From an optimization exercise on the open Yosys and OpenROAD flow, aimed at small area; shortcuts taken in it are not production practice.
The RTL was checked by simulation tests, not by an equivalence proof against the original design.
Power is estimated from default activity; no workload was simulated.

File: flow/run.sh
#!/bin/bash
# synth_recipe.tcl (not shown) runs the flow's synth.tcl, then flattens the netlist and writes it again
# the make line also repeats each setting of config.mk as NAME=value (left out here)
make -C /OpenROAD-flow-scripts/flow DESIGN_CONFIG=/design/flow/config.mk WORK_HOME=/design/flow/orfs CLKGATE_MAP_FILE= SYNTH_SCRIPT=/design/flow/synth_recipe.tcl finish
File: flow/config.mk
export PLATFORM = sky130hd
export DESIGN_NAME = ws_sta_4x4x1x4x1
export DESIGN_NICKNAME = ws_sta_4x4x1x4x1
export VERILOG_FILES = /design/flow/design.v
export SDC_FILE = /design/flow/constraint.sdc
export NUM_CORES = 4
export LEC_CHECK = 0
export CAP_MARGIN = 20
export CORE_MARGIN = 2
export CORE_UTILIZATION = 40
export SLEW_MARGIN = 20
File: flow/constraint.sdc
create_clock -name core_clock -period 5.5 [get_ports {clock}]
set_input_delay 1.1000 -clock core_clock [delete_from_list [all_inputs] [get_ports {clock}]]
set_output_delay 1.1000 -clock core_clock [all_outputs]
set_load 0.01 [all_outputs]
File: flow/design.v
module ws_sta_4x4x1x4x1(
  input         clock,
                reset,
  input  [7:0]  io_inputA_0,
                io_inputA_1,
                io_inputA_2,
                io_inputA_3,
                io_inputB_0,
                io_inputB_1,
                io_inputB_2,
                io_inputB_3,
                io_inputB_4,
                io_inputB_5,
                io_inputB_6,
                io_inputB_7,
                io_inputB_8,
                io_inputB_9,
                io_inputB_10,
                io_inputB_11,
                io_inputB_12,
                io_inputB_13,
                io_inputB_14,
                io_inputB_15,
  input         io_propagateB_0,
                io_propagateB_1,
                io_propagateB_2,
                io_propagateB_3,
  output [17:0] io_outputC_0,
                io_outputC_1,
                io_outputC_2,
                io_outputC_3,
                io_outputC_4,
                io_outputC_5,
                io_outputC_6,
                io_outputC_7,
                io_outputC_8,
                io_outputC_9,
                io_outputC_10,
                io_outputC_11,
                io_outputC_12,
                io_outputC_13,
                io_outputC_14,
                io_outputC_15
);
  wire [7:0] a_in [0:3];
  wire [7:0] b_in [0:15];
  wire       p_in [0:3];
  wire [17:0] c_out [0:15];
  assign a_in[0] = io_inputA_0;
  assign a_in[1] = io_inputA_1;
  assign a_in[2] = io_inputA_2;
  assign a_in[3] = io_inputA_3;
  assign b_in[0] = io_inputB_0;
  assign b_in[1] = io_inputB_1;
  assign b_in[2] = io_inputB_2;
  assign b_in[3] = io_inputB_3;
  assign b_in[4] = io_inputB_4;
  assign b_in[5] = io_inputB_5;
  assign b_in[6] = io_inputB_6;
  assign b_in[7] = io_inputB_7;
  assign b_in[8] = io_inputB_8;
  assign b_in[9] = io_inputB_9;
  assign b_in[10] = io_inputB_10;
  assign b_in[11] = io_inputB_11;
  assign b_in[12] = io_inputB_12;
  assign b_in[13] = io_inputB_13;
  assign b_in[14] = io_inputB_14;
  assign b_in[15] = io_inputB_15;
  assign p_in[0] = io_propagateB_0;
  assign p_in[1] = io_propagateB_1;
  assign p_in[2] = io_propagateB_2;
  assign p_in[3] = io_propagateB_3;
  assign io_outputC_0 = c_out[0];
  assign io_outputC_1 = c_out[1];
  assign io_outputC_2 = c_out[2];
  assign io_outputC_3 = c_out[3];
  assign io_outputC_4 = c_out[4];
  assign io_outputC_5 = c_out[5];
  assign io_outputC_6 = c_out[6];
  assign io_outputC_7 = c_out[7];
  assign io_outputC_8 = c_out[8];
  assign io_outputC_9 = c_out[9];
  assign io_outputC_10 = c_out[10];
  assign io_outputC_11 = c_out[11];
  assign io_outputC_12 = c_out[12];
  assign io_outputC_13 = c_out[13];
  assign io_outputC_14 = c_out[14];
  assign io_outputC_15 = c_out[15];
  wire [3:0] one [0:3];
  wire [3:0] two [0:3];
  wire [3:0] neg [0:3];
  genvar r, j, k;
  generate
    for (r = 0; r < 4; r = r + 1) begin : g_act
      localparam integer N = (r == 0) ? 9 : 8;
      reg [8*N-1:0] d;
      always @(posedge clock)
        d <= {d[8*N-9:0], reset ? 8'h00 : a_in[r]};
      wire [7:0] x = d[8*N-1 -: 8];
      wire [8:0] xe = {x, 1'b0};
      reg [3:0] one_r, two_r, neg_r;
      for (k = 0; k < 4; k = k + 1) begin : g_dig
        always @(posedge clock) begin
          one_r[k] <= xe[2*k+1] ^ xe[2*k];
          two_r[k] <= (xe[2*k+2] & ~xe[2*k+1] & ~xe[2*k]) | (~xe[2*k+2] & xe[2*k+1] & xe[2*k]);
          neg_r[k] <= xe[2*k+2];
        end
      end
      assign one[r] = one_r;
      assign two[r] = two_r;
      assign neg[r] = neg_r;
    end
    for (r = 0; r < 4; r = r + 1) begin : g_prop
      reg [9-r:0] d;
      always @(posedge clock)
        d <= {d[8-r:0], reset | p_in[r]};
    end
    for (j = 0; j < 16; j = j + 1) begin : g_col
      localparam integer G = j / 4;
      localparam integer NB = 10 - G;
      reg [8*NB-1:0] bd;
      always @(posedge clock)
        bd <= {bd[8*NB-9:0], reset ? 8'h00 : b_in[j]};
      wire p0 = g_prop[0].d[9 - G];
      wire p1 = g_prop[1].d[8 - G];
      wire p2 = g_prop[2].d[7 - G];
      wire p3 = g_prop[3].d[6 - G];
      reg  [7:0] w0, w1, w2, w3;
      wire [7:0] w0n = p0 ? bd[8*NB-1 -: 8] : w0;
      wire [7:0] w1n = p1 ? w0n : w1;
      wire [7:0] w2n = p2 ? w1n : w2;
      wire [7:0] w3n = p3 ? w2n : w3;
      always @(posedge clock) begin
        w0 <= w0n;
        w1 <= w1n;
        w2 <= w2n;
        w3 <= w3n;
      end
      mac_col u_mac (
        .clock (clock),
        .one0 (one[0]), .two0 (two[0]), .neg0 (neg[0]),
        .one1 (one[1]), .two1 (two[1]), .neg1 (neg[1]),
        .one2 (one[2]), .two2 (two[2]), .neg2 (neg[2]),
        .one3 (one[3]), .two3 (two[3]), .neg3 (neg[3]),
        .w0 (w0), .w1n (w1n), .w2n (w2n), .w3n (w3n),
        .c (c_out[j])
      );
    end
  endgenerate
endmodule
module mac_col(
  input         clock,
  input  [3:0]  one0, two0, neg0, one1, two1, neg1,
                one2, two2, neg2, one3, two3, neg3,
  input  [7:0]  w0, w1n, w2n, w3n,
  output [17:0] c
);
  reg [16:0] s0;
  reg [2:0] s0c;
  reg [16:0] s1;
  reg [2:0] s1c;
  reg [17:0] s2;
  reg [2:0] s2c;
  reg [17:0] c_r;
  wire pp1;
  wire pp2;
  wire pp3;
  wire pp4;
  wire pp5;
  wire pp6;
  wire pp7;
  wire pp8;
  wire pp9;
  wire pp10;
  wire pp11;
  wire pp12;
  wire pp13;
  wire pp14;
  wire pp15;
  wire pp16;
  wire pp17;
  wire pp18;
  wire pp19;
  wire pp20;
  wire pp21;
  wire pp22;
  wire pp23;
  wire pp24;
  wire pp25;
  wire pp26;
  wire pp27;
  wire pp28;
  wire pp29;
  wire pp30;
  wire pp31;
  wire pp32;
  wire pp33;
  wire pp34;
  wire pp35;
  wire pp36;
  wire pp37;
  wire pp38;
  wire pp39;
  wire pp40;
  wire pp41;
  wire pp42;
  wire pp43;
  wire pp44;
  wire pp45;
  wire pp46;
  wire pp47;
  wire pp48;
  wire pp49;
  wire pp50;
  wire pp51;
  wire pp52;
  wire pp53;
  wire pp54;
  wire pp55;
  wire pp56;
  wire pp57;
  wire pp58;
  wire pp59;
  wire pp60;
  wire pp61;
  wire pp62;
  wire pp63;
  wire pp64;
  wire pp65;
  wire pp66;
  wire pp67;
  wire pp68;
  wire pp69;
  wire pp70;
  wire pp71;
  wire pp72;
  wire n73;
  wire n74;
  wire n75;
  wire n76;
  wire n77;
  wire n78;
  wire n79;
  wire n80;
  wire n81;
  wire n82;
  wire n83;
  wire n84;
  wire n85;
  wire n86;
  wire n87;
  wire n88;
  wire n89;
  wire n90;
  wire n91;
  wire n92;
  wire n93;
  wire n94;
  wire n95;
  wire n96;
  wire n97;
  wire n98;
  wire n99;
  wire n100;
  wire n101;
  wire n102;
  wire n103;
  wire n104;
  wire n105;
  wire n106;
  wire n107;
  wire n108;
  wire n109;
  wire n110;
  wire n111;
  wire n112;
  wire n113;
  wire n114;
  wire n115;
  wire n116;
  wire n117;
  wire n118;
  wire n119;
  wire n120;
  wire n121;
  wire n122;
  wire n123;
  wire n124;
  wire n125;
  wire n126;
  wire n127;
  wire n128;
  wire n129;
  wire n130;
  wire n131;
  wire n132;
  wire n133;
  wire n134;
  wire n135;
  wire n136;
  wire n137;
  wire n138;
  wire n139;
  wire n140;
  wire n141;
  wire n142;
  wire n143;
  wire n144;
  wire n145;
  wire n146;
  wire n147;
  wire n148;
  wire n149;
  wire n150;
  wire n151;
  wire n152;
  wire n153;
  wire n154;
  wire n155;
  wire n156;
  wire n157;
  wire n158;
  wire n159;
  wire n160;
  wire n161;
  wire n162;
  wire n163;
  wire n164;
  wire n165;
  wire n166;
  wire n167;
  wire n168;
  wire n169;
  wire n170;
  wire n171;
  wire n172;
  wire n173;
  wire n174;
  wire n175;
  wire n176;
  wire n177;
  wire n178;
  wire n179;
  wire n180;
  wire n181;
  wire n182;
  wire n183;
  wire n184;
  wire n185;
  wire n186;
  wire n187;
  wire n188;
  wire n189;
  wire n190;
  wire n191;
  wire n192;
  wire n193;
  wire n194;
  wire n195;
  wire n196;
  wire n197;
  wire n198;
  wire n199;
  wire n200;
  wire n201;
  wire n202;
  wire n203;
  wire n204;
  wire n205;
  wire n206;
  wire n207;
  wire n208;
  wire n209;
  wire n210;
  wire n211;
  wire n212;
  wire n213;
  wire n214;
  wire n215;
  wire n216;
  wire n217;
  wire n218;
  wire n219;
  wire n220;
  wire n221;
  wire n222;
  wire n223;
  wire n224;
  wire n225;
  wire n226;
  wire pp227;
  wire pp228;
  wire pp229;
  wire pp230;
  wire pp231;
  wire pp232;
  wire pp233;
  wire pp234;
  wire pp235;
  wire pp236;
  wire pp237;
  wire pp238;
  wire pp239;
  wire pp240;
  wire pp241;
  wire pp242;
  wire pp243;
  wire pp244;
  wire pp245;
  wire pp246;
  wire pp247;
  wire pp248;
  wire pp249;
  wire pp250;
  wire pp251;
  wire pp252;
  wire pp253;
  wire pp254;
  wire pp255;
  wire pp256;
  wire pp257;
  wire pp258;
  wire pp259;
  wire pp260;
  wire pp261;
  wire pp262;
  wire n263;
  wire n264;
  wire n265;
  wire n266;
  wire n267;
  wire n268;
  wire n269;
  wire n270;
  wire n271;
  wire n272;
  wire n273;
  wire n274;
  wire n275;
  wire n276;
  wire n277;
  wire n278;
  wire n279;
  wire n280;
  wire n281;
  wire n282;
  wire n283;
  wire n284;
  wire n285;
  wire n286;
  wire n287;
  wire n288;
  wire n289;
  wire n290;
  wire n291;
  wire n292;
  wire n293;
  wire n294;
  wire n295;
  wire n296;
  wire n297;
  wire n298;
  wire n299;
  wire n300;
  wire n301;
  wire n302;
  wire n303;
  wire n304;
  wire n305;
  wire n306;
  wire n307;
  wire n308;
  wire n309;
  wire n310;
  wire n311;
  wire n312;
  wire n313;
  wire n314;
  wire n315;
  wire n316;
  wire n317;
  wire n318;
  wire n319;
  wire n320;
  wire n321;
  wire n322;
  wire n323;
  wire n324;
  wire n325;
  wire n326;
  wire n327;
  wire n328;
  wire n329;
  wire n330;
  wire n331;
  wire n332;
  wire n333;
  wire n334;
  wire n335;
  wire n336;
  wire n337;
  wire n338;
  wire n339;
  wire n340;
  wire n341;
  wire n342;
  wire n343;
  wire n344;
  wire n345;
  wire n346;
  wire n347;
  wire n348;
  wire n349;
  wire n350;
  wire n351;
  wire n352;
  wire n353;
  wire n354;
  wire n355;
  wire n356;
  wire n357;
  wire n358;
  wire n359;
  wire n360;
  wire n361;
  wire n362;
  wire n363;
  wire n364;
  wire n365;
  wire n366;
  wire n367;
  wire n368;
  wire n369;
  wire n370;
  wire pp371;
  wire pp372;
  wire pp373;
  wire pp374;
  wire pp375;
  wire pp376;
  wire pp377;
  wire pp378;
  wire pp379;
  wire pp380;
  wire pp381;
  wire pp382;
  wire pp383;
  wire pp384;
  wire pp385;
  wire pp386;
  wire pp387;
  wire pp388;
  wire pp389;
  wire pp390;
  wire pp391;
  wire pp392;
  wire pp393;
  wire pp394;
  wire pp395;
  wire pp396;
  wire pp397;
  wire pp398;
  wire pp399;
  wire pp400;
  wire pp401;
  wire pp402;
  wire pp403;
  wire pp404;
  wire pp405;
  wire pp406;
  wire n407;
  wire n408;
  wire n409;
  wire n410;
  wire n411;
  wire n412;
  wire n413;
  wire n414;
  wire n415;
  wire n416;
  wire n417;
  wire n418;
  wire n419;
  wire n420;
  wire n421;
  wire n422;
  wire n423;
  wire n424;
  wire n425;
  wire n426;
  wire n427;
  wire n428;
  wire n429;
  wire n430;
  wire n431;
  wire n432;
  wire n433;
  wire n434;
  wire n435;
  wire n436;
  wire n437;
  wire n438;
  wire n439;
  wire n440;
  wire n441;
  wire n442;
  wire n443;
  wire n444;
  wire n445;
  wire n446;
  wire n447;
  wire n448;
  wire n449;
  wire n450;
  wire n451;
  wire n452;
  wire n453;
  wire n454;
  wire n455;
  wire n456;
  wire n457;
  wire n458;
  wire n459;
  wire n460;
  wire n461;
  wire n462;
  wire n463;
  wire n464;
  wire n465;
  wire n466;
  wire n467;
  wire n468;
  wire n469;
  wire n470;
  wire n471;
  wire n472;
  wire n473;
  wire n474;
  wire n475;
  wire n476;
  wire n477;
  wire n478;
  wire n479;
  wire n480;
  wire n481;
  wire n482;
  wire n483;
  wire n484;
  wire n485;
  wire n486;
  wire n487;
  wire n488;
  wire n489;
  wire n490;
  wire n491;
  wire n492;
  wire n493;
  wire n494;
  wire n495;
  wire n496;
  wire n497;
  wire n498;
  wire n499;
  wire n500;
  wire n501;
  wire n502;
  wire n503;
  wire n504;
  wire n505;
  wire n506;
  wire n507;
  wire n508;
  wire n509;
  wire n510;
  wire n511;
  wire n512;
  wire n513;
  wire n514;
  wire n515;
  wire n516;
  wire n517;
  wire n518;
  wire n519;
  wire n520;
  wire n521;
  wire n522;
  wire n523;
  wire n524;
  wire n525;
  wire n526;
  wire n527;
  wire n528;
  wire n529;
  wire n530;
  wire n531;
  wire n532;
  wire n533;
  wire n534;
  wire n535;
  wire n536;
  wire n537;
  wire n538;
  wire n539;
  wire n540;
  wire n541;
  wire n542;
  wire n543;
  wire n544;
  assign pp1 = neg0[0] ^ (one0[0] & w0[0]);
  assign pp2 = neg0[0] ^ ((one0[0] & w0[1]) | (two0[0] & w0[0]));
  assign pp3 = neg0[0] ^ ((one0[0] & w0[2]) | (two0[0] & w0[1]));
  assign pp4 = neg0[0] ^ ((one0[0] & w0[3]) | (two0[0] & w0[2]));
  assign pp5 = neg0[0] ^ ((one0[0] & w0[4]) | (two0[0] & w0[3]));
  assign pp6 = neg0[0] ^ ((one0[0] & w0[5]) | (two0[0] & w0[4]));
  assign pp7 = neg0[0] ^ ((one0[0] & w0[6]) | (two0[0] & w0[5]));
  assign pp8 = neg0[0] ^ ((one0[0] & w0[7]) | (two0[0] & w0[6]));
  assign pp9 = ~(neg0[0] ^ ((one0[0] & w0[7]) | (two0[0] & w0[7])));
  assign pp10 = neg0[1] ^ (one0[1] & w0[0]);
  assign pp11 = neg0[1] ^ ((one0[1] & w0[1]) | (two0[1] & w0[0]));
  assign pp12 = neg0[1] ^ ((one0[1] & w0[2]) | (two0[1] & w0[1]));
  assign pp13 = neg0[1] ^ ((one0[1] & w0[3]) | (two0[1] & w0[2]));
  assign pp14 = neg0[1] ^ ((one0[1] & w0[4]) | (two0[1] & w0[3]));
  assign pp15 = neg0[1] ^ ((one0[1] & w0[5]) | (two0[1] & w0[4]));
  assign pp16 = neg0[1] ^ ((one0[1] & w0[6]) | (two0[1] & w0[5]));
  assign pp17 = neg0[1] ^ ((one0[1] & w0[7]) | (two0[1] & w0[6]));
  assign pp18 = ~(neg0[1] ^ ((one0[1] & w0[7]) | (two0[1] & w0[7])));
  assign pp19 = neg0[2] ^ (one0[2] & w0[0]);
  assign pp20 = neg0[2] ^ ((one0[2] & w0[1]) | (two0[2] & w0[0]));
  assign pp21 = neg0[2] ^ ((one0[2] & w0[2]) | (two0[2] & w0[1]));
  assign pp22 = neg0[2] ^ ((one0[2] & w0[3]) | (two0[2] & w0[2]));
  assign pp23 = neg0[2] ^ ((one0[2] & w0[4]) | (two0[2] & w0[3]));
  assign pp24 = neg0[2] ^ ((one0[2] & w0[5]) | (two0[2] & w0[4]));
  assign pp25 = neg0[2] ^ ((one0[2] & w0[6]) | (two0[2] & w0[5]));
  assign pp26 = neg0[2] ^ ((one0[2] & w0[7]) | (two0[2] & w0[6]));
  assign pp27 = ~(neg0[2] ^ ((one0[2] & w0[7]) | (two0[2] & w0[7])));
  assign pp28 = neg0[3] ^ (one0[3] & w0[0]);
  assign pp29 = neg0[3] ^ ((one0[3] & w0[1]) | (two0[3] & w0[0]));
  assign pp30 = neg0[3] ^ ((one0[3] & w0[2]) | (two0[3] & w0[1]));
  assign pp31 = neg0[3] ^ ((one0[3] & w0[3]) | (two0[3] & w0[2]));
  assign pp32 = neg0[3] ^ ((one0[3] & w0[4]) | (two0[3] & w0[3]));
  assign pp33 = neg0[3] ^ ((one0[3] & w0[5]) | (two0[3] & w0[4]));
  assign pp34 = neg0[3] ^ ((one0[3] & w0[6]) | (two0[3] & w0[5]));
  assign pp35 = neg0[3] ^ ((one0[3] & w0[7]) | (two0[3] & w0[6]));
  assign pp36 = ~(neg0[3] ^ ((one0[3] & w0[7]) | (two0[3] & w0[7])));
  assign pp37 = neg1[0] ^ (one1[0] & w1n[0]);
  assign pp38 = neg1[0] ^ ((one1[0] & w1n[1]) | (two1[0] & w1n[0]));
  assign pp39 = neg1[0] ^ ((one1[0] & w1n[2]) | (two1[0] & w1n[1]));
  assign pp40 = neg1[0] ^ ((one1[0] & w1n[3]) | (two1[0] & w1n[2]));
  assign pp41 = neg1[0] ^ ((one1[0] & w1n[4]) | (two1[0] & w1n[3]));
  assign pp42 = neg1[0] ^ ((one1[0] & w1n[5]) | (two1[0] & w1n[4]));
  assign pp43 = neg1[0] ^ ((one1[0] & w1n[6]) | (two1[0] & w1n[5]));
  assign pp44 = neg1[0] ^ ((one1[0] & w1n[7]) | (two1[0] & w1n[6]));
  assign pp45 = ~(neg1[0] ^ ((one1[0] & w1n[7]) | (two1[0] & w1n[7])));
  assign pp46 = neg1[1] ^ (one1[1] & w1n[0]);
  assign pp47 = neg1[1] ^ ((one1[1] & w1n[1]) | (two1[1] & w1n[0]));
  assign pp48 = neg1[1] ^ ((one1[1] & w1n[2]) | (two1[1] & w1n[1]));
  assign pp49 = neg1[1] ^ ((one1[1] & w1n[3]) | (two1[1] & w1n[2]));
  assign pp50 = neg1[1] ^ ((one1[1] & w1n[4]) | (two1[1] & w1n[3]));
  assign pp51 = neg1[1] ^ ((one1[1] & w1n[5]) | (two1[1] & w1n[4]));
  assign pp52 = neg1[1] ^ ((one1[1] & w1n[6]) | (two1[1] & w1n[5]));
  assign pp53 = neg1[1] ^ ((one1[1] & w1n[7]) | (two1[1] & w1n[6]));
  assign pp54 = ~(neg1[1] ^ ((one1[1] & w1n[7]) | (two1[1] & w1n[7])));
  assign pp55 = neg1[2] ^ (one1[2] & w1n[0]);
  assign pp56 = neg1[2] ^ ((one1[2] & w1n[1]) | (two1[2] & w1n[0]));
  assign pp57 = neg1[2] ^ ((one1[2] & w1n[2]) | (two1[2] & w1n[1]));
  assign pp58 = neg1[2] ^ ((one1[2] & w1n[3]) | (two1[2] & w1n[2]));
  assign pp59 = neg1[2] ^ ((one1[2] & w1n[4]) | (two1[2] & w1n[3]));
  assign pp60 = neg1[2] ^ ((one1[2] & w1n[5]) | (two1[2] & w1n[4]));
  assign pp61 = neg1[2] ^ ((one1[2] & w1n[6]) | (two1[2] & w1n[5]));
  assign pp62 = neg1[2] ^ ((one1[2] & w1n[7]) | (two1[2] & w1n[6]));
  assign pp63 = ~(neg1[2] ^ ((one1[2] & w1n[7]) | (two1[2] & w1n[7])));
  assign pp64 = neg1[3] ^ (one1[3] & w1n[0]);
  assign pp65 = neg1[3] ^ ((one1[3] & w1n[1]) | (two1[3] & w1n[0]));
  assign pp66 = neg1[3] ^ ((one1[3] & w1n[2]) | (two1[3] & w1n[1]));
  assign pp67 = neg1[3] ^ ((one1[3] & w1n[3]) | (two1[3] & w1n[2]));
  assign pp68 = neg1[3] ^ ((one1[3] & w1n[4]) | (two1[3] & w1n[3]));
  assign pp69 = neg1[3] ^ ((one1[3] & w1n[5]) | (two1[3] & w1n[4]));
  assign pp70 = neg1[3] ^ ((one1[3] & w1n[6]) | (two1[3] & w1n[5]));
  assign pp71 = neg1[3] ^ ((one1[3] & w1n[7]) | (two1[3] & w1n[6]));
  assign pp72 = ~(neg1[3] ^ ((one1[3] & w1n[7]) | (two1[3] & w1n[7])));
  assign n73 = neg0[3] ^ neg1[3];
  assign n74 = neg0[3] & neg1[3];
  assign n75 = neg0[2] ^ neg1[2] ^ pp5;
  assign n76 = (neg0[2] & neg1[2]) | (pp5 & (neg0[2] ^ neg1[2]));
  assign n77 = pp6 ^ pp13;
  assign n78 = pp6 & pp13;
  assign n79 = n73 ^ pp7 ^ pp14;
  assign n80 = (n73 & pp7) | (pp14 & (n73 ^ pp7));
  assign n81 = pp21 ^ pp28 ^ pp43;
  assign n82 = (pp21 & pp28) | (pp43 & (pp21 ^ pp28));
  assign n83 = n74 ^ pp8 ^ pp15;
  assign n84 = (n74 & pp8) | (pp15 & (n74 ^ pp8));
  assign n85 = pp22 ^ pp29 ^ pp44;
  assign n86 = (pp22 & pp29) | (pp44 & (pp22 ^ pp29));
  assign n87 = pp51 ^ pp58;
  assign n88 = pp51 & pp58;
  assign n89 = pp9 ^ pp16 ^ pp23;
  assign n90 = (pp9 & pp16) | (pp23 & (pp9 ^ pp16));
  assign n91 = pp30 ^ pp45 ^ pp52;
  assign n92 = (pp30 & pp45) | (pp52 & (pp30 ^ pp45));
  assign n93 = pp59 ^ pp66;
  assign n94 = pp59 & pp66;
  assign n95 = pp17 ^ pp24 ^ pp31;
  assign n96 = (pp17 & pp24) | (pp31 & (pp17 ^ pp24));
  assign n97 = pp53 ^ pp60;
  assign n98 = pp53 & pp60;
  assign n99 = pp18 ^ pp25 ^ pp32;
  assign n100 = (pp18 & pp25) | (pp32 & (pp18 ^ pp25));
  assign n101 = neg0[1] ^ neg1[1] ^ pp3;
  assign n102 = (neg0[1] & neg1[1]) | (pp3 & (neg0[1] ^ neg1[1]));
  assign n103 = pp4 ^ pp11;
  assign n104 = pp4 & pp11;
  assign n105 = pp12 ^ pp19 ^ pp41;
  assign n106 = (pp12 & pp19) | (pp41 & (pp12 ^ pp19));
  assign n107 = pp48 ^ pp55;
  assign n108 = pp48 & pp55;
  assign n109 = pp20 ^ pp42 ^ pp49;
  assign n110 = (pp20 & pp42) | (pp49 & (pp20 ^ pp42));
  assign n111 = pp56 ^ n77 ^ n76;
  assign n112 = (pp56 & n77) | (n76 & (pp56 ^ n77));
  assign n113 = pp50 ^ pp57 ^ pp64;
  assign n114 = (pp50 & pp57) | (pp64 & (pp50 ^ pp57));
  assign n115 = n78 ^ n79 ^ n81;
  assign n116 = (n78 & n79) | (n81 & (n78 ^ n79));
  assign n117 = pp65 ^ n80 ^ n83;
  assign n118 = (pp65 & n80) | (n83 & (pp65 ^ n80));
  assign n119 = n87 ^ n82 ^ n85;
  assign n120 = (n87 & n82) | (n85 & (n87 ^ n82));
  assign n121 = n84 ^ n88 ^ n89;
  assign n122 = (n84 & n88) | (n89 & (n84 ^ n88));
  assign n123 = n93 ^ n86 ^ n91;
  assign n124 = (n93 & n86) | (n91 & (n93 ^ n86));
  assign n125 = pp67 ^ n90 ^ n94;
  assign n126 = (pp67 & n90) | (n94 & (pp67 ^ n90));
  assign n127 = n95 ^ n97 ^ n92;
  assign n128 = (n95 & n97) | (n92 & (n95 ^ n97));
  assign n129 = pp54 ^ pp61 ^ pp68;
  assign n130 = (pp54 & pp61) | (pp68 & (pp54 ^ pp61));
  assign n131 = n96 ^ n98 ^ n99;
  assign n132 = (n96 & n98) | (n99 & (n96 ^ n98));
  assign n133 = pp26 ^ pp33 ^ pp62;
  assign n134 = (pp26 & pp33) | (pp62 & (pp26 ^ pp33));
  assign n135 = pp69 ^ n100;
  assign n136 = pp69 & n100;
  assign n137 = pp27 ^ pp34 ^ pp63;
  assign n138 = (pp27 & pp34) | (pp63 & (pp27 ^ pp34));
  assign n139 = neg0[0] ^ neg1[0];
  assign n140 = neg0[0] & neg1[0];
  assign n141 = pp10 ^ pp39;
  assign n142 = pp10 & pp39;
  assign n143 = pp40 ^ pp47 ^ n103;
  assign n144 = (pp40 & pp47) | (n103 & (pp40 ^ pp47));
  assign n145 = n104 ^ n75 ^ n107;
  assign n146 = (n104 & n75) | (n107 & (n104 ^ n75));
  assign n147 = n108 ^ n106 ^ n109;
  assign n148 = (n108 & n106) | (n109 & (n108 ^ n106));
  assign n149 = n110 ^ n113 ^ n112;
  assign n150 = (n110 & n113) | (n112 & (n110 ^ n113));
  assign n151 = n114 ^ n117 ^ n116;
  assign n152 = (n114 & n117) | (n116 & (n114 ^ n117));
  assign n153 = n118 ^ n121 ^ n120;
  assign n154 = (n118 & n121) | (n120 & (n118 ^ n121));
  assign n155 = n122 ^ n125 ^ n124;
  assign n156 = (n122 & n125) | (n124 & (n122 ^ n125));
  assign n157 = n129 ^ n126 ^ n131;
  assign n158 = (n129 & n126) | (n131 & (n129 ^ n126));
  assign n159 = n130 ^ n133 ^ n135;
  assign n160 = (n130 & n133) | (n135 & (n130 ^ n133));
  assign n161 = pp70 ^ n134 ^ n136;
  assign n162 = (pp70 & n134) | (n136 & (pp70 ^ n134));
  assign n163 = pp35 ^ pp71;
  assign n164 = pp35 & pp71;
  assign n165 = n139 ^ pp1;
  assign n166 = n139 & pp1;
  assign n167 = n140 ^ pp2 ^ pp38;
  assign n168 = (n140 & pp2) | (pp38 & (n140 ^ pp2));
  assign n169 = pp46 ^ n101 ^ n141;
  assign n170 = (pp46 & n101) | (n141 & (pp46 ^ n101));
  assign n171 = n142 ^ n102 ^ n143;
  assign n172 = (n142 & n102) | (n143 & (n142 ^ n102));
  assign n173 = n105 ^ n144 ^ n145;
  assign n174 = (n105 & n144) | (n145 & (n105 ^ n144));
  assign n175 = n111 ^ n146 ^ n147;
  assign n176 = (n111 & n146) | (n147 & (n111 ^ n146));
  assign n177 = n148 ^ n115 ^ n149;
  assign n178 = (n148 & n115) | (n149 & (n148 ^ n115));
  assign n179 = n119 ^ n150 ^ n151;
  assign n180 = (n119 & n150) | (n151 & (n119 ^ n150));
  assign n181 = n123 ^ n152 ^ n153;
  assign n182 = (n123 & n152) | (n153 & (n123 ^ n152));
  assign n183 = n127 ^ n154 ^ n155;
  assign n184 = (n127 & n154) | (n155 & (n127 ^ n154));
  assign n185 = n128 ^ n157 ^ n156;
  assign n186 = (n128 & n157) | (n156 & (n128 ^ n157));
  assign n187 = n132 ^ n159 ^ n158;
  assign n188 = (n132 & n159) | (n158 & (n132 ^ n159));
  assign n189 = n137 ^ n161 ^ n160;
  assign n190 = (n137 & n161) | (n160 & (n137 ^ n161));
  assign n191 = n163 ^ n138 ^ n162;
  assign n192 = (n163 & n138) | (n162 & (n163 ^ n138));
  assign n193 = pp36 ^ pp72 ^ n164;
  assign n194 = (pp36 & pp72) | (n164 & (pp36 ^ pp72));
  assign n195 = pp37 ^ n165;
  assign n196 = pp37 & n165;
  assign n197 = n166 ^ n167 ^ n196;
  assign n198 = (n166 & n167) | (n196 & (n166 ^ n167));
  assign n199 = n168 ^ n169 ^ n198;
  assign n200 = (n168 & n169) | (n198 & (n168 ^ n169));
  assign n201 = n170 ^ n171 ^ n200;
  assign n202 = (n170 & n171) | (n200 & (n170 ^ n171));
  assign n203 = n172 ^ n173 ^ n202;
  assign n204 = (n172 & n173) | (n202 & (n172 ^ n173));
  assign n205 = n174 ^ n175 ^ n204;
  assign n206 = (n174 & n175) | (n204 & (n174 ^ n175));
  assign n207 = n176 ^ n177 ^ n206;
  assign n208 = (n176 & n177) | (n206 & (n176 ^ n177));
  assign n209 = n178 ^ n179;
  assign n210 = n178 & n179;
  assign n211 = n180 ^ n181 ^ n210;
  assign n212 = (n180 & n181) | (n210 & (n180 ^ n181));
  assign n213 = n182 ^ n183 ^ n212;
  assign n214 = (n182 & n183) | (n212 & (n182 ^ n183));
  assign n215 = n184 ^ n185;
  assign n216 = n184 & n185;
  assign n217 = n187 ^ n186 ^ n216;
  assign n218 = (n187 & n186) | (n216 & (n187 ^ n186));
  assign n219 = n189 ^ n188 ^ n218;
  assign n220 = (n189 & n188) | (n218 & (n189 ^ n188));
  assign n221 = n191 ^ n190;
  assign n222 = n191 & n190;
  assign n223 = n193 ^ n192 ^ n222;
  assign n224 = (n193 & n192) | (n222 & (n193 ^ n192));
  assign n225 = n194 ^ n224;
  assign n226 = n194 & n224;
  always @(posedge clock) s0 <= {n226, n225, n223, n221, n219, n217, n215, n213, n211, n209, n207, n205, n203, n201, n199, n197, n195};
  always @(posedge clock) s0c <= {n220, n214, n208};
  assign pp227 = neg2[0] ^ (one2[0] & w2n[0]);
  assign pp228 = neg2[0] ^ ((one2[0] & w2n[1]) | (two2[0] & w2n[0]));
  assign pp229 = neg2[0] ^ ((one2[0] & w2n[2]) | (two2[0] & w2n[1]));
  assign pp230 = neg2[0] ^ ((one2[0] & w2n[3]) | (two2[0] & w2n[2]));
  assign pp231 = neg2[0] ^ ((one2[0] & w2n[4]) | (two2[0] & w2n[3]));
  assign pp232 = neg2[0] ^ ((one2[0] & w2n[5]) | (two2[0] & w2n[4]));
  assign pp233 = neg2[0] ^ ((one2[0] & w2n[6]) | (two2[0] & w2n[5]));
  assign pp234 = neg2[0] ^ ((one2[0] & w2n[7]) | (two2[0] & w2n[6]));
  assign pp235 = ~(neg2[0] ^ ((one2[0] & w2n[7]) | (two2[0] & w2n[7])));
  assign pp236 = neg2[1] ^ (one2[1] & w2n[0]);
  assign pp237 = neg2[1] ^ ((one2[1] & w2n[1]) | (two2[1] & w2n[0]));
  assign pp238 = neg2[1] ^ ((one2[1] & w2n[2]) | (two2[1] & w2n[1]));
  assign pp239 = neg2[1] ^ ((one2[1] & w2n[3]) | (two2[1] & w2n[2]));
  assign pp240 = neg2[1] ^ ((one2[1] & w2n[4]) | (two2[1] & w2n[3]));
  assign pp241 = neg2[1] ^ ((one2[1] & w2n[5]) | (two2[1] & w2n[4]));
  assign pp242 = neg2[1] ^ ((one2[1] & w2n[6]) | (two2[1] & w2n[5]));
  assign pp243 = neg2[1] ^ ((one2[1] & w2n[7]) | (two2[1] & w2n[6]));
  assign pp244 = ~(neg2[1] ^ ((one2[1] & w2n[7]) | (two2[1] & w2n[7])));
  assign pp245 = neg2[2] ^ (one2[2] & w2n[0]);
  assign pp246 = neg2[2] ^ ((one2[2] & w2n[1]) | (two2[2] & w2n[0]));
  assign pp247 = neg2[2] ^ ((one2[2] & w2n[2]) | (two2[2] & w2n[1]));
  assign pp248 = neg2[2] ^ ((one2[2] & w2n[3]) | (two2[2] & w2n[2]));
  assign pp249 = neg2[2] ^ ((one2[2] & w2n[4]) | (two2[2] & w2n[3]));
  assign pp250 = neg2[2] ^ ((one2[2] & w2n[5]) | (two2[2] & w2n[4]));
  assign pp251 = neg2[2] ^ ((one2[2] & w2n[6]) | (two2[2] & w2n[5]));
  assign pp252 = neg2[2] ^ ((one2[2] & w2n[7]) | (two2[2] & w2n[6]));
  assign pp253 = ~(neg2[2] ^ ((one2[2] & w2n[7]) | (two2[2] & w2n[7])));
  assign pp254 = neg2[3] ^ (one2[3] & w2n[0]);
  assign pp255 = neg2[3] ^ ((one2[3] & w2n[1]) | (two2[3] & w2n[0]));
  assign pp256 = neg2[3] ^ ((one2[3] & w2n[2]) | (two2[3] & w2n[1]));
  assign pp257 = neg2[3] ^ ((one2[3] & w2n[3]) | (two2[3] & w2n[2]));
  assign pp258 = neg2[3] ^ ((one2[3] & w2n[4]) | (two2[3] & w2n[3]));
  assign pp259 = neg2[3] ^ ((one2[3] & w2n[5]) | (two2[3] & w2n[4]));
  assign pp260 = neg2[3] ^ ((one2[3] & w2n[6]) | (two2[3] & w2n[5]));
  assign pp261 = neg2[3] ^ ((one2[3] & w2n[7]) | (two2[3] & w2n[6]));
  assign pp262 = ~(neg2[3] ^ ((one2[3] & w2n[7]) | (two2[3] & w2n[7])));
  assign n263 = s0[4] ^ neg2[2];
  assign n264 = s0[4] & neg2[2];
  assign n265 = s0[5] ^ pp232;
  assign n266 = s0[5] & pp232;
  assign n267 = s0[6] ^ neg2[3] ^ pp233;
  assign n268 = (s0[6] & neg2[3]) | (pp233 & (s0[6] ^ neg2[3]));
  assign n269 = pp240 ^ pp247;
  assign n270 = pp240 & pp247;
  assign n271 = s0[7] ^ s0c[0] ^ pp234;
  assign n272 = (s0[7] & s0c[0]) | (pp234 & (s0[7] ^ s0c[0]));
  assign n273 = pp241 ^ pp248 ^ pp255;
  assign n274 = (pp241 & pp248) | (pp255 & (pp241 ^ pp248));
  assign n275 = s0[8] ^ pp235 ^ pp242;
  assign n276 = (s0[8] & pp235) | (pp242 & (s0[8] ^ pp235));
  assign n277 = pp249 ^ pp256;
  assign n278 = pp249 & pp256;
  assign n279 = s0[9] ^ pp243 ^ pp250;
  assign n280 = (s0[9] & pp243) | (pp250 & (s0[9] ^ pp243));
  assign n281 = s0[10] ^ s0c[1] ^ pp244;
  assign n282 = (s0[10] & s0c[1]) | (pp244 & (s0[10] ^ s0c[1]));
  assign n283 = s0[2] ^ neg2[1];
  assign n284 = s0[2] & neg2[1];
  assign n285 = s0[3] ^ pp230;
  assign n286 = s0[3] & pp230;
  assign n287 = n263 ^ pp231 ^ pp238;
  assign n288 = (n263 & pp231) | (pp238 & (n263 ^ pp231));
  assign n289 = n264 ^ pp239 ^ pp246;
  assign n290 = (n264 & pp239) | (pp246 & (n264 ^ pp239));
  assign n291 = pp254 ^ n266 ^ n269;
  assign n292 = (pp254 & n266) | (n269 & (pp254 ^ n266));
  assign n293 = n270 ^ n268 ^ n271;
  assign n294 = (n270 & n268) | (n271 & (n270 ^ n268));
  assign n295 = n277 ^ n272 ^ n274;
  assign n296 = (n277 & n272) | (n274 & (n277 ^ n272));
  assign n297 = pp257 ^ n278 ^ n276;
  assign n298 = (pp257 & n278) | (n276 & (pp257 ^ n278));
  assign n299 = pp251 ^ pp258 ^ n280;
  assign n300 = (pp251 & pp258) | (n280 & (pp251 ^ pp258));
  assign n301 = s0[11] ^ pp252 ^ pp259;
  assign n302 = (s0[11] & pp252) | (pp259 & (s0[11] ^ pp252));
  assign n303 = s0[12] ^ pp253;
  assign n304 = s0[12] & pp253;
  assign n305 = s0[13] ^ s0c[2];
  assign n306 = s0[13] & s0c[2];
  assign n307 = s0[0] ^ neg2[0];
  assign n308 = s0[0] & neg2[0];
  assign n309 = s0[1] ^ pp228;
  assign n310 = s0[1] & pp228;
  assign n311 = n283 ^ pp229 ^ pp236;
  assign n312 = (n283 & pp229) | (pp236 & (n283 ^ pp229));
  assign n313 = n284 ^ pp237 ^ n285;
  assign n314 = (n284 & pp237) | (n285 & (n284 ^ pp237));
  assign n315 = pp245 ^ n286 ^ n287;
  assign n316 = (pp245 & n286) | (n287 & (pp245 ^ n286));
  assign n317 = n265 ^ n288 ^ n289;
  assign n318 = (n265 & n288) | (n289 & (n265 ^ n288));
  assign n319 = n290 ^ n267 ^ n291;
  assign n320 = (n290 & n267) | (n291 & (n290 ^ n267));
  assign n321 = n273 ^ n292 ^ n293;
  assign n322 = (n273 & n292) | (n293 & (n273 ^ n292));
  assign n323 = n275 ^ n295 ^ n294;
  assign n324 = (n275 & n295) | (n294 & (n275 ^ n295));
  assign n325 = n279 ^ n296 ^ n297;
  assign n326 = (n279 & n296) | (n297 & (n279 ^ n296));
  assign n327 = n281 ^ n298 ^ n299;
  assign n328 = (n281 & n298) | (n299 & (n281 ^ n298));
  assign n329 = n282 ^ n301 ^ n300;
  assign n330 = (n282 & n301) | (n300 & (n282 ^ n301));
  assign n331 = pp260 ^ n303 ^ n302;
  assign n332 = (pp260 & n303) | (n302 & (pp260 ^ n303));
  assign n333 = n305 ^ pp261 ^ n304;
  assign n334 = (n305 & pp261) | (n304 & (n305 ^ pp261));
  assign n335 = s0[14] ^ n306 ^ pp262;
  assign n336 = (s0[14] & n306) | (pp262 & (s0[14] ^ n306));
  assign n337 = n307 ^ pp227;
  assign n338 = n307 & pp227;
  assign n339 = n308 ^ n309 ^ n338;
  assign n340 = (n308 & n309) | (n338 & (n308 ^ n309));
  assign n341 = n310 ^ n311 ^ n340;
  assign n342 = (n310 & n311) | (n340 & (n310 ^ n311));
  assign n343 = n312 ^ n313 ^ n342;
  assign n344 = (n312 & n313) | (n342 & (n312 ^ n313));
  assign n345 = n314 ^ n315 ^ n344;
  assign n346 = (n314 & n315) | (n344 & (n314 ^ n315));
  assign n347 = n316 ^ n317 ^ n346;
  assign n348 = (n316 & n317) | (n346 & (n316 ^ n317));
  assign n349 = n318 ^ n319 ^ n348;
  assign n350 = (n318 & n319) | (n348 & (n318 ^ n319));
  assign n351 = n320 ^ n321;
  assign n352 = n320 & n321;
  assign n353 = n322 ^ n323 ^ n352;
  assign n354 = (n322 & n323) | (n352 & (n322 ^ n323));
  assign n355 = n324 ^ n325 ^ n354;
  assign n356 = (n324 & n325) | (n354 & (n324 ^ n325));
  assign n357 = n326 ^ n327 ^ n356;
  assign n358 = (n326 & n327) | (n356 & (n326 ^ n327));
  assign n359 = n328 ^ n329;
  assign n360 = n328 & n329;
  assign n361 = n331 ^ n330 ^ n360;
  assign n362 = (n331 & n330) | (n360 & (n331 ^ n330));
  assign n363 = n333 ^ n332 ^ n362;
  assign n364 = (n333 & n332) | (n362 & (n333 ^ n332));
  assign n365 = n335 ^ n334 ^ n364;
  assign n366 = (n335 & n334) | (n364 & (n335 ^ n334));
  assign n367 = s0[15] ^ n336;
  assign n368 = s0[15] & n336;
  assign n369 = s0[16] ^ n368;
  assign n370 = s0[16] & n368;
  always @(posedge clock) s1 <= {n369, n367, n365, n363, n361, n359, n357, n355, n353, n351, n349, n347, n345, n343, n341, n339, n337};
  always @(posedge clock) s1c <= {n366, n358, n350};
  assign pp371 = neg3[0] ^ (one3[0] & w3n[0]);
  assign pp372 = neg3[0] ^ ((one3[0] & w3n[1]) | (two3[0] & w3n[0]));
  assign pp373 = neg3[0] ^ ((one3[0] & w3n[2]) | (two3[0] & w3n[1]));
  assign pp374 = neg3[0] ^ ((one3[0] & w3n[3]) | (two3[0] & w3n[2]));
  assign pp375 = neg3[0] ^ ((one3[0] & w3n[4]) | (two3[0] & w3n[3]));
  assign pp376 = neg3[0] ^ ((one3[0] & w3n[5]) | (two3[0] & w3n[4]));
  assign pp377 = neg3[0] ^ ((one3[0] & w3n[6]) | (two3[0] & w3n[5]));
  assign pp378 = neg3[0] ^ ((one3[0] & w3n[7]) | (two3[0] & w3n[6]));
  assign pp379 = ~(neg3[0] ^ ((one3[0] & w3n[7]) | (two3[0] & w3n[7])));
  assign pp380 = neg3[1] ^ (one3[1] & w3n[0]);
  assign pp381 = neg3[1] ^ ((one3[1] & w3n[1]) | (two3[1] & w3n[0]));
  assign pp382 = neg3[1] ^ ((one3[1] & w3n[2]) | (two3[1] & w3n[1]));
  assign pp383 = neg3[1] ^ ((one3[1] & w3n[3]) | (two3[1] & w3n[2]));
  assign pp384 = neg3[1] ^ ((one3[1] & w3n[4]) | (two3[1] & w3n[3]));
  assign pp385 = neg3[1] ^ ((one3[1] & w3n[5]) | (two3[1] & w3n[4]));
  assign pp386 = neg3[1] ^ ((one3[1] & w3n[6]) | (two3[1] & w3n[5]));
  assign pp387 = neg3[1] ^ ((one3[1] & w3n[7]) | (two3[1] & w3n[6]));
  assign pp388 = ~(neg3[1] ^ ((one3[1] & w3n[7]) | (two3[1] & w3n[7])));
  assign pp389 = neg3[2] ^ (one3[2] & w3n[0]);
  assign pp390 = neg3[2] ^ ((one3[2] & w3n[1]) | (two3[2] & w3n[0]));
  assign pp391 = neg3[2] ^ ((one3[2] & w3n[2]) | (two3[2] & w3n[1]));
  assign pp392 = neg3[2] ^ ((one3[2] & w3n[3]) | (two3[2] & w3n[2]));
  assign pp393 = neg3[2] ^ ((one3[2] & w3n[4]) | (two3[2] & w3n[3]));
  assign pp394 = neg3[2] ^ ((one3[2] & w3n[5]) | (two3[2] & w3n[4]));
  assign pp395 = neg3[2] ^ ((one3[2] & w3n[6]) | (two3[2] & w3n[5]));
  assign pp396 = neg3[2] ^ ((one3[2] & w3n[7]) | (two3[2] & w3n[6]));
  assign pp397 = ~(neg3[2] ^ ((one3[2] & w3n[7]) | (two3[2] & w3n[7])));
  assign pp398 = neg3[3] ^ (one3[3] & w3n[0]);
  assign pp399 = neg3[3] ^ ((one3[3] & w3n[1]) | (two3[3] & w3n[0]));
  assign pp400 = neg3[3] ^ ((one3[3] & w3n[2]) | (two3[3] & w3n[1]));
  assign pp401 = neg3[3] ^ ((one3[3] & w3n[3]) | (two3[3] & w3n[2]));
  assign pp402 = neg3[3] ^ ((one3[3] & w3n[4]) | (two3[3] & w3n[3]));
  assign pp403 = neg3[3] ^ ((one3[3] & w3n[5]) | (two3[3] & w3n[4]));
  assign pp404 = neg3[3] ^ ((one3[3] & w3n[6]) | (two3[3] & w3n[5]));
  assign pp405 = neg3[3] ^ ((one3[3] & w3n[7]) | (two3[3] & w3n[6]));
  assign pp406 = ~(neg3[3] ^ ((one3[3] & w3n[7]) | (two3[3] & w3n[7])));
  assign n407 = s1[4] ^ neg3[2];
  assign n408 = s1[4] & neg3[2];
  assign n409 = s1[5] ^ pp376;
  assign n410 = s1[5] & pp376;
  assign n411 = s1[6] ^ neg3[3] ^ pp377;
  assign n412 = (s1[6] & neg3[3]) | (pp377 & (s1[6] ^ neg3[3]));
  assign n413 = pp384 ^ pp391;
  assign n414 = pp384 & pp391;
  assign n415 = s1[7] ^ s1c[0] ^ pp378;
  assign n416 = (s1[7] & s1c[0]) | (pp378 & (s1[7] ^ s1c[0]));
  assign n417 = pp385 ^ pp392 ^ pp399;
  assign n418 = (pp385 & pp392) | (pp399 & (pp385 ^ pp392));
  assign n419 = s1[8] ^ pp379 ^ pp386;
  assign n420 = (s1[8] & pp379) | (pp386 & (s1[8] ^ pp379));
  assign n421 = pp393 ^ pp400;
  assign n422 = pp393 & pp400;
  assign n423 = s1[9] ^ pp387 ^ pp394;
  assign n424 = (s1[9] & pp387) | (pp394 & (s1[9] ^ pp387));
  assign n425 = s1[10] ^ pp388;
  assign n426 = s1[10] & pp388;
  assign n427 = s1[11] ^ s1c[1];
  assign n428 = s1[11] & s1c[1];
  assign n429 = s1[2] ^ neg3[1];
  assign n430 = s1[2] & neg3[1];
  assign n431 = s1[3] ^ pp374;
  assign n432 = s1[3] & pp374;
  assign n433 = n407 ^ pp375 ^ pp382;
  assign n434 = (n407 & pp375) | (pp382 & (n407 ^ pp375));
  assign n435 = n408 ^ pp383 ^ pp390;
  assign n436 = (n408 & pp383) | (pp390 & (n408 ^ pp383));
  assign n437 = pp398 ^ n410 ^ n413;
  assign n438 = (pp398 & n410) | (n413 & (pp398 ^ n410));
  assign n439 = n414 ^ n412 ^ n415;
  assign n440 = (n414 & n412) | (n415 & (n414 ^ n412));
  assign n441 = n421 ^ n416 ^ n418;
  assign n442 = (n421 & n416) | (n418 & (n421 ^ n416));
  assign n443 = pp401 ^ n422 ^ n420;
  assign n444 = (pp401 & n422) | (n420 & (pp401 ^ n422));
  assign n445 = pp395 ^ pp402 ^ n425;
  assign n446 = (pp395 & pp402) | (n425 & (pp395 ^ pp402));
  assign n447 = n427 ^ pp396 ^ pp403;
  assign n448 = (n427 & pp396) | (pp403 & (n427 ^ pp396));
  assign n449 = s1[12] ^ n428 ^ pp397;
  assign n450 = (s1[12] & n428) | (pp397 & (s1[12] ^ n428));
  assign n451 = s1[0] ^ neg3[0];
  assign n452 = s1[0] & neg3[0];
  assign n453 = s1[1] ^ pp372;
  assign n454 = s1[1] & pp372;
  assign n455 = n429 ^ pp373 ^ pp380;
  assign n456 = (n429 & pp373) | (pp380 & (n429 ^ pp373));
  assign n457 = n430 ^ pp381 ^ n431;
  assign n458 = (n430 & pp381) | (n431 & (n430 ^ pp381));
  assign n459 = pp389 ^ n432 ^ n433;
  assign n460 = (pp389 & n432) | (n433 & (pp389 ^ n432));
  assign n461 = n409 ^ n434 ^ n435;
  assign n462 = (n409 & n434) | (n435 & (n409 ^ n434));
  assign n463 = n436 ^ n411 ^ n437;
  assign n464 = (n436 & n411) | (n437 & (n436 ^ n411));
  assign n465 = n417 ^ n438 ^ n439;
  assign n466 = (n417 & n438) | (n439 & (n417 ^ n438));
  assign n467 = n419 ^ n440 ^ n441;
  assign n468 = (n419 & n440) | (n441 & (n419 ^ n440));
  assign n469 = n423 ^ n442 ^ n443;
  assign n470 = (n423 & n442) | (n443 & (n423 ^ n442));
  assign n471 = n424 ^ n445 ^ n444;
  assign n472 = (n424 & n445) | (n444 & (n424 ^ n445));
  assign n473 = n426 ^ n447 ^ n446;
  assign n474 = (n426 & n447) | (n446 & (n426 ^ n447));
  assign n475 = pp404 ^ n448 ^ n449;
  assign n476 = (pp404 & n448) | (n449 & (pp404 ^ n448));
  assign n477 = s1[13] ^ pp405 ^ n450;
  assign n478 = (s1[13] & pp405) | (n450 & (s1[13] ^ pp405));
  assign n479 = s1[14] ^ pp406;
  assign n480 = s1[14] & pp406;
  assign n481 = s1[15] ^ s1c[2];
  assign n482 = s1[15] & s1c[2];
  assign n483 = n451 ^ pp371;
  assign n484 = n451 & pp371;
  assign n485 = n452 ^ n453 ^ n484;
  assign n486 = (n452 & n453) | (n484 & (n452 ^ n453));
  assign n487 = n454 ^ n455 ^ n486;
  assign n488 = (n454 & n455) | (n486 & (n454 ^ n455));
  assign n489 = n456 ^ n457 ^ n488;
  assign n490 = (n456 & n457) | (n488 & (n456 ^ n457));
  assign n491 = n458 ^ n459 ^ n490;
  assign n492 = (n458 & n459) | (n490 & (n458 ^ n459));
  assign n493 = n460 ^ n461 ^ n492;
  assign n494 = (n460 & n461) | (n492 & (n460 ^ n461));
  assign n495 = n462 ^ n463;
  assign n496 = n462 & n463;
  assign n497 = n464 ^ n465 ^ n496;
  assign n498 = (n464 & n465) | (n496 & (n464 ^ n465));
  assign n499 = n466 ^ n467 ^ n498;
  assign n500 = (n466 & n467) | (n498 & (n466 ^ n467));
  assign n501 = n468 ^ n469 ^ n500;
  assign n502 = (n468 & n469) | (n500 & (n468 ^ n469));
  assign n503 = n470 ^ n471;
  assign n504 = n470 & n471;
  assign n505 = n473 ^ n472 ^ n504;
  assign n506 = (n473 & n472) | (n504 & (n473 ^ n472));
  assign n507 = n475 ^ n474 ^ n506;
  assign n508 = (n475 & n474) | (n506 & (n475 ^ n474));
  assign n509 = n476 ^ n477 ^ n508;
  assign n510 = (n476 & n477) | (n508 & (n476 ^ n477));
  assign n511 = n479 ^ n478;
  assign n512 = n479 & n478;
  assign n513 = n481 ^ n480 ^ n512;
  assign n514 = (n481 & n480) | (n512 & (n481 ^ n480));
  assign n515 = s1[16] ^ n482 ^ n514;
  assign n516 = (s1[16] & n482) | (n514 & (s1[16] ^ n482));
  always @(posedge clock) s2 <= {n516, n515, n513, n511, n509, n507, n505, n503, n501, n499, n497, n495, n493, n491, n489, n487, n485, n483};
  always @(posedge clock) s2c <= {n510, n502, n494};
  assign n517 = 1'b1 ^ s2[10];
  assign n518 = 1'b1 & s2[10];
  assign n519 = 1'b1 ^ s2[11];
  assign n520 = 1'b1 & s2[11];
  assign n521 = s2[6] ^ s2c[0];
  assign n522 = s2[6] & s2c[0];
  assign n523 = s2[7] ^ n522;
  assign n524 = s2[7] & n522;
  assign n525 = s2[8] ^ n524;
  assign n526 = s2[8] & n524;
  assign n527 = s2[9] ^ n526;
  assign n528 = s2[9] & n526;
  assign n529 = s2c[1] ^ n517 ^ n528;
  assign n530 = (s2c[1] & n517) | (n528 & (s2c[1] ^ n517));
  assign n531 = n518 ^ n519 ^ n530;
  assign n532 = (n518 & n519) | (n530 & (n518 ^ n519));
  assign n533 = s2[12] ^ n520 ^ n532;
  assign n534 = (s2[12] & n520) | (n532 & (s2[12] ^ n520));
  assign n535 = 1'b1 ^ s2[13] ^ n534;
  assign n536 = (1'b1 & s2[13]) | (n534 & (1'b1 ^ s2[13]));
  assign n537 = s2[14] ^ s2c[2] ^ n536;
  assign n538 = (s2[14] & s2c[2]) | (n536 & (s2[14] ^ s2c[2]));
  assign n539 = 1'b1 ^ s2[15] ^ n538;
  assign n540 = (1'b1 & s2[15]) | (n538 & (1'b1 ^ s2[15]));
  assign n541 = s2[16] ^ n540;
  assign n542 = s2[16] & n540;
  assign n543 = 1'b1 ^ s2[17] ^ n542;
  assign n544 = (1'b1 & s2[17]) | (n542 & (1'b1 ^ s2[17]));
  always @(posedge clock) c_r <= {n543, n541, n539, n537, n535, n533, n531, n529, n527, n525, n523, n521, s2[5], s2[4], s2[3], s2[2], s2[1], s2[0]};
  assign c = c_r;
endmodule
==> metrics.md <==
| Metric | Value |
|---|---|
| Drt total wl | `631,000 um` |
| Setup WS post-layout | `0.209 ns` |
| CTS tree | `done` |
| Initial core utilization | `40.2%` |
| Final setup fails | `0` |
| CTS Buffer Depth | `4` |
| Area grow syn2layout | `15.3%` |
| Slew Limit Fails | `0` |
| Endpoint class of the critical path | `register` |
| Mapped cell area | `186,000 um^2` |
| H-tree depth | `5` |
| Critical path class | `register to register` |
| Crit Path Max Fanout | `13` |
| Count of yosys warnings during synthesis | `2` |
| Pin count of the biggest net entering global routing | `129` |
| Worst R2R Setup Slack | `0.21 ns` |
| Yosys cell types | `39` |
| Relative slew slack | `20.7%` |
| Iter 0 DRT Violations | `17,200` |
| Total Routing Usage GR | `26.4%` |
| TritonCTS buffer count | `359` |
| Final RePlAce weighted congestion | `0.966` |
| Leak | `93.3 nW` |
| Nets | `20,700` |
| Avg Cell Area, Syn | `10.9 um^2` |
| Iteration count of the initial detailed-routing pass | `17` |
| Row cnt | `250` |
| Setup total negative slack | `0 ns` |
| Data arrival, critical path | `6.19 ns` |
| Post-DR wirelength/cell | `26.3 um` |
| Req. time, crit path | `6.40 ns` |
| Via density | `5.24` |
| Internal | `73.9 mW` |
| Share of cells above drive strength 1 | `10.9%` |
| P_sw | `54.2 mW` |
| Min-Delay Path Class | `register to register` |
| Die Y | `686 um` |
| #FFs+latches synth | `3,210` |
| CP Launch Point | `g_prop[0].d[7]` |
| # port buffers | `453` |
| CP endpoint | `g_col[8].u_mac.s1[10]` |
| Global route overflow | `0` |
| Pre-CTS setup slack | `0.178 ns` |
| Fmax | `189 MHz` |
| Layout Utilization | `46.3%` |
| Critical Path Source Type | `register` |
| Die Wd | `686 um` |
| First-pass GRT wire length | `907,000 um` |
| Detailed-route via count | `126,000` |
| Status | `no timing/DRC/antenna violations` |
| Clk slew on worst S/H paths | `0.06 ns` |
| # clock sinks | `3,210` |
| Final Power | `128 mW` |
| VDD IR-drop max | `0.347 mV` |
| Initial antenna violation count | `50` |
| Combinational power share | `52.5%` |
| Post-Place Cells | `23,200` |
| Flop pwr share | `27.1%` |
| Setup Skew | `0.0796 ns` |
| Clock Latency Late Sink | `1.03 ns` |
| Final non-filler cell total | `23,900` |
| Switching Share | `42.3%` |
| Core Region | `463,000 um^2` |
| Cell Pwr Density | `597 nW/um^2` |
| # DRC | `0` |
| Fin crit share | `96.2%` |
| Clk Tree Root Cell | `clkbuf_16` |
| Final ANT Viol Nets | `0` |
| Vias in the first global route | `124,000` |
| RR Startpoint | `g_prop[0].d[7]` |
| Post-synthesis sequential area ratio | `34.5%` |
| Hold depth | `0` |
| Unrepaired setup endpoints after global routing | `false` |
| Syn nets | `20,400` |
| Final hold viol count | `0` |
| Clock power frac | `20.4%` |
| Ports | `454` |
| Min Tclk post-route | `5.29 ns` |
| Total die area | `471,000 um^2` |
| Cells after Synth | `17,100` |
| Max_cap viols | `0` |
| Dpl hpwl | `474,000 um` |
| R2R depth | `17` |
| Worst-Margin Slew | `1.18 ns` |
| Reg-to-reg endpoint | `g_col[8].u_mac.s1[10]` |
## registers in the layout, summed over array words and instances (netlist names), 128 cells and up
register	cells
g_col.u_mac.s1	272
g_col.w1	128
g_col.w2	128
g_col.u_mac.s0	272
g_col.bd	1088
g_act.d	264
g_col.w3	128
g_col.u_mac.s2	288
g_col.w0	128
g_col.u_mac.c_r	288
## worst max-delay path, cell delays in order, from the launching register on
cell	delay [ns]
dfxtp_4	0.42
buf_12	0.19
buf_12	0.15
mux2_4	0.32
mux2_4	0.35
a21oi_2	0.31
inv_1	0.17
a222oi_1	0.37
xnor2_1	0.16
fa_1	0.58
fa_1	0.43
fa_1	0.45
ha_1	0.20
inv_1	0.06
fa_1	0.15
inv_1	0.05
fa_1	0.37
fa_1	0.46
## final cells by class
class	count	area (um^2)
diodes	82	205
clock buffers	477	10100
clock inverters	188	2820
fillers	42500	249000
inverters	2988	11200
multi-input cells	9529	105000
flip-flops and latches	3210	64500
well taps	6174	7720
repair buffers	1293	12700
## worst min-delay path by stage
stage                                     start                      to  slack [ns]
after floorplan                   g_act[0].d[2]          g_act[0].d[10]        0.31
after global placement           g_act[2].d[36]          g_act[2].d[44]        0.31
after detailed placement         g_act[0].d[10]          g_act[0].d[18]        0.31
after CTS                 g_col[12].u_mac.s2[3]  g_col[12].u_mac.c_r[3]        0.29
after global routing      g_col[12].u_mac.s2[3]  g_col[12].u_mac.c_r[3]        0.29
final                     g_col[12].u_mac.s2[3]  g_col[12].u_mac.c_r[3]        0.29
## cell usage in the layout, fill, tap and decap left out, types with 114 or more instances in the layout
master           netlist  layout
a222oi_1             301     301
mux2_2               286     286
o22a_1               114     114
a21oi_1              271     271
nor2b_1              312     311
dfxtp_1             3210    3150
ha_1                 834     833
nor2_1               358     354
buf_12                 0     146
clkdlybuf4s50_1        0     452
inv_1               2982    2982
o21ai_0              256     256
buf_4                  2     692
a22o_1               232     232
clkbuf_16              0     364
nand2_1              409     409
fa_1                2272    2272
xnor2_1             1593    1593
xor2_1               686     686
a22oi_1             1282    1282
## cells by family (layout without fill, tap and decap cells)
logic type / after synthesis / after routing / synth area share [%]
compound gates: 2599 / 2599 / 10.6
xor+xnor: 2279 / 2279 / 10.7
fa+ha+maj: 3106 / 3106 / 30.1
buf+inv: 4345 / 4946 / 8.86
flops: 3210 / 3210 / 34.5
mux: 360 / 360 / 2.29
other cells: 0 / 82 / 0
simple gates: 1185 / 1185 / 2.96
## cells in the mapped netlist
cell      count  area (um^2)
xnor2_1    1593        14000
o21ba_2      31          310
inv_2         5         18.8
buf_6         7         78.8
nand2b_1     27          169
nand3_1       4         20.0
fa_1       2272        45500
clkinv_1      1         3.75
a221oi_1     75          657
a21oi_4       8          130
buf_2        88          440
dfxtp_1    3210        64300
a221o_1       4         40.0
xor2_1      686         6010
buf_1       162          608
nand3b_1     12         90.1
and3_1       13         81.3
o21ai_0     256         1280
o21a_1       14          105
a222oi_1    301         3010
buf_4         2         15.0
and2_0        2         12.5
clkbuf_1   1098         4120
ha_1        834        10400
nor2_1      358         1340
o211ai_1      3         22.5
mux2_2      286         3220
mux2_4       58          871
nand2_1     409         1540
a21oi_2       8         70.1
o22a_1      114          998
a22o_1      232         2030
nor2b_1     312         1950
a21oi_1     271         1360
mux2i_1      16          160
or2_2        18          113
inv_1      2982        11200
and2_1       30          188
a22oi_1    1282         9620
## per-layer routing
metal  share of wire [%]  GRT usage, %  up-vias
met2                  35          32.1     7474
met3                  16          12.3      896
met4                 2.5          5.92       22
met5               0.023             0        -
li1                    -             -    54700
met1                  46          40.8    62500
## stage by stage
stage	area [um^2]	hold WS (ns)
after global routing	214000	0.292
after global placement	201000	0.309
after CTS	214000	0.285
after detailed placement	201000	0.312
final	215000	0.290
after floorplan	186000	0.310
## power by group through the flow
stage / Combinational [mW] / Clock (mW) / Sequential, mW
6_report: 67.3 / 26.1 / 34.7
5_1_grt: 75.9 / 27.7 / 35.1
4_1_cts: 66.8 / 26.7 / 34.6
3_5_place_dp: 66.4 / 0 / 35.0
3_3_place_gp: 65.3 / 0 / 35.0
2_1_floorplan: 38.6 / 0 / 33.4
## what timing repair did
| item | in CTS | in global routing |
|---|---|---|
| gates resized for setup | 0 | 2 |
| buffers inserted | 0 | 9 |
| setup endpoints to repair | 0 | 2 |
| hold endpoints to repair | 0 | 0 |
| hold buffers | 0 | 0 |

## afterwards: timing with drivers on the ports
Ports are ideal in the flow. The routed layout listed here was re-timed in OpenROAD.
Step 1: set_driving_cell puts a clkbuf_16 on clock and a buf_2 on each other input, an assumption about the parent block.
Step 2 moves the port delays by t, midway between the first and last clock arrival at a register: inputs arrive t later, outputs are due t later. That takes back most of the time a late clock gives input paths.
a / b / c = ideal ports / drivers / drivers and shift; a / b = the first two.
t (ns): 1.119
slack for setup (ns): 0.209 / 0.209 / 0.209
latest minus earliest clock arrival (ns): 0.093 / 0.093
After both steps setup and hold are still met in this run. For this run, drivers alone change the setup slack by 0.000 ns; drivers and shift together by 0.000 ns.
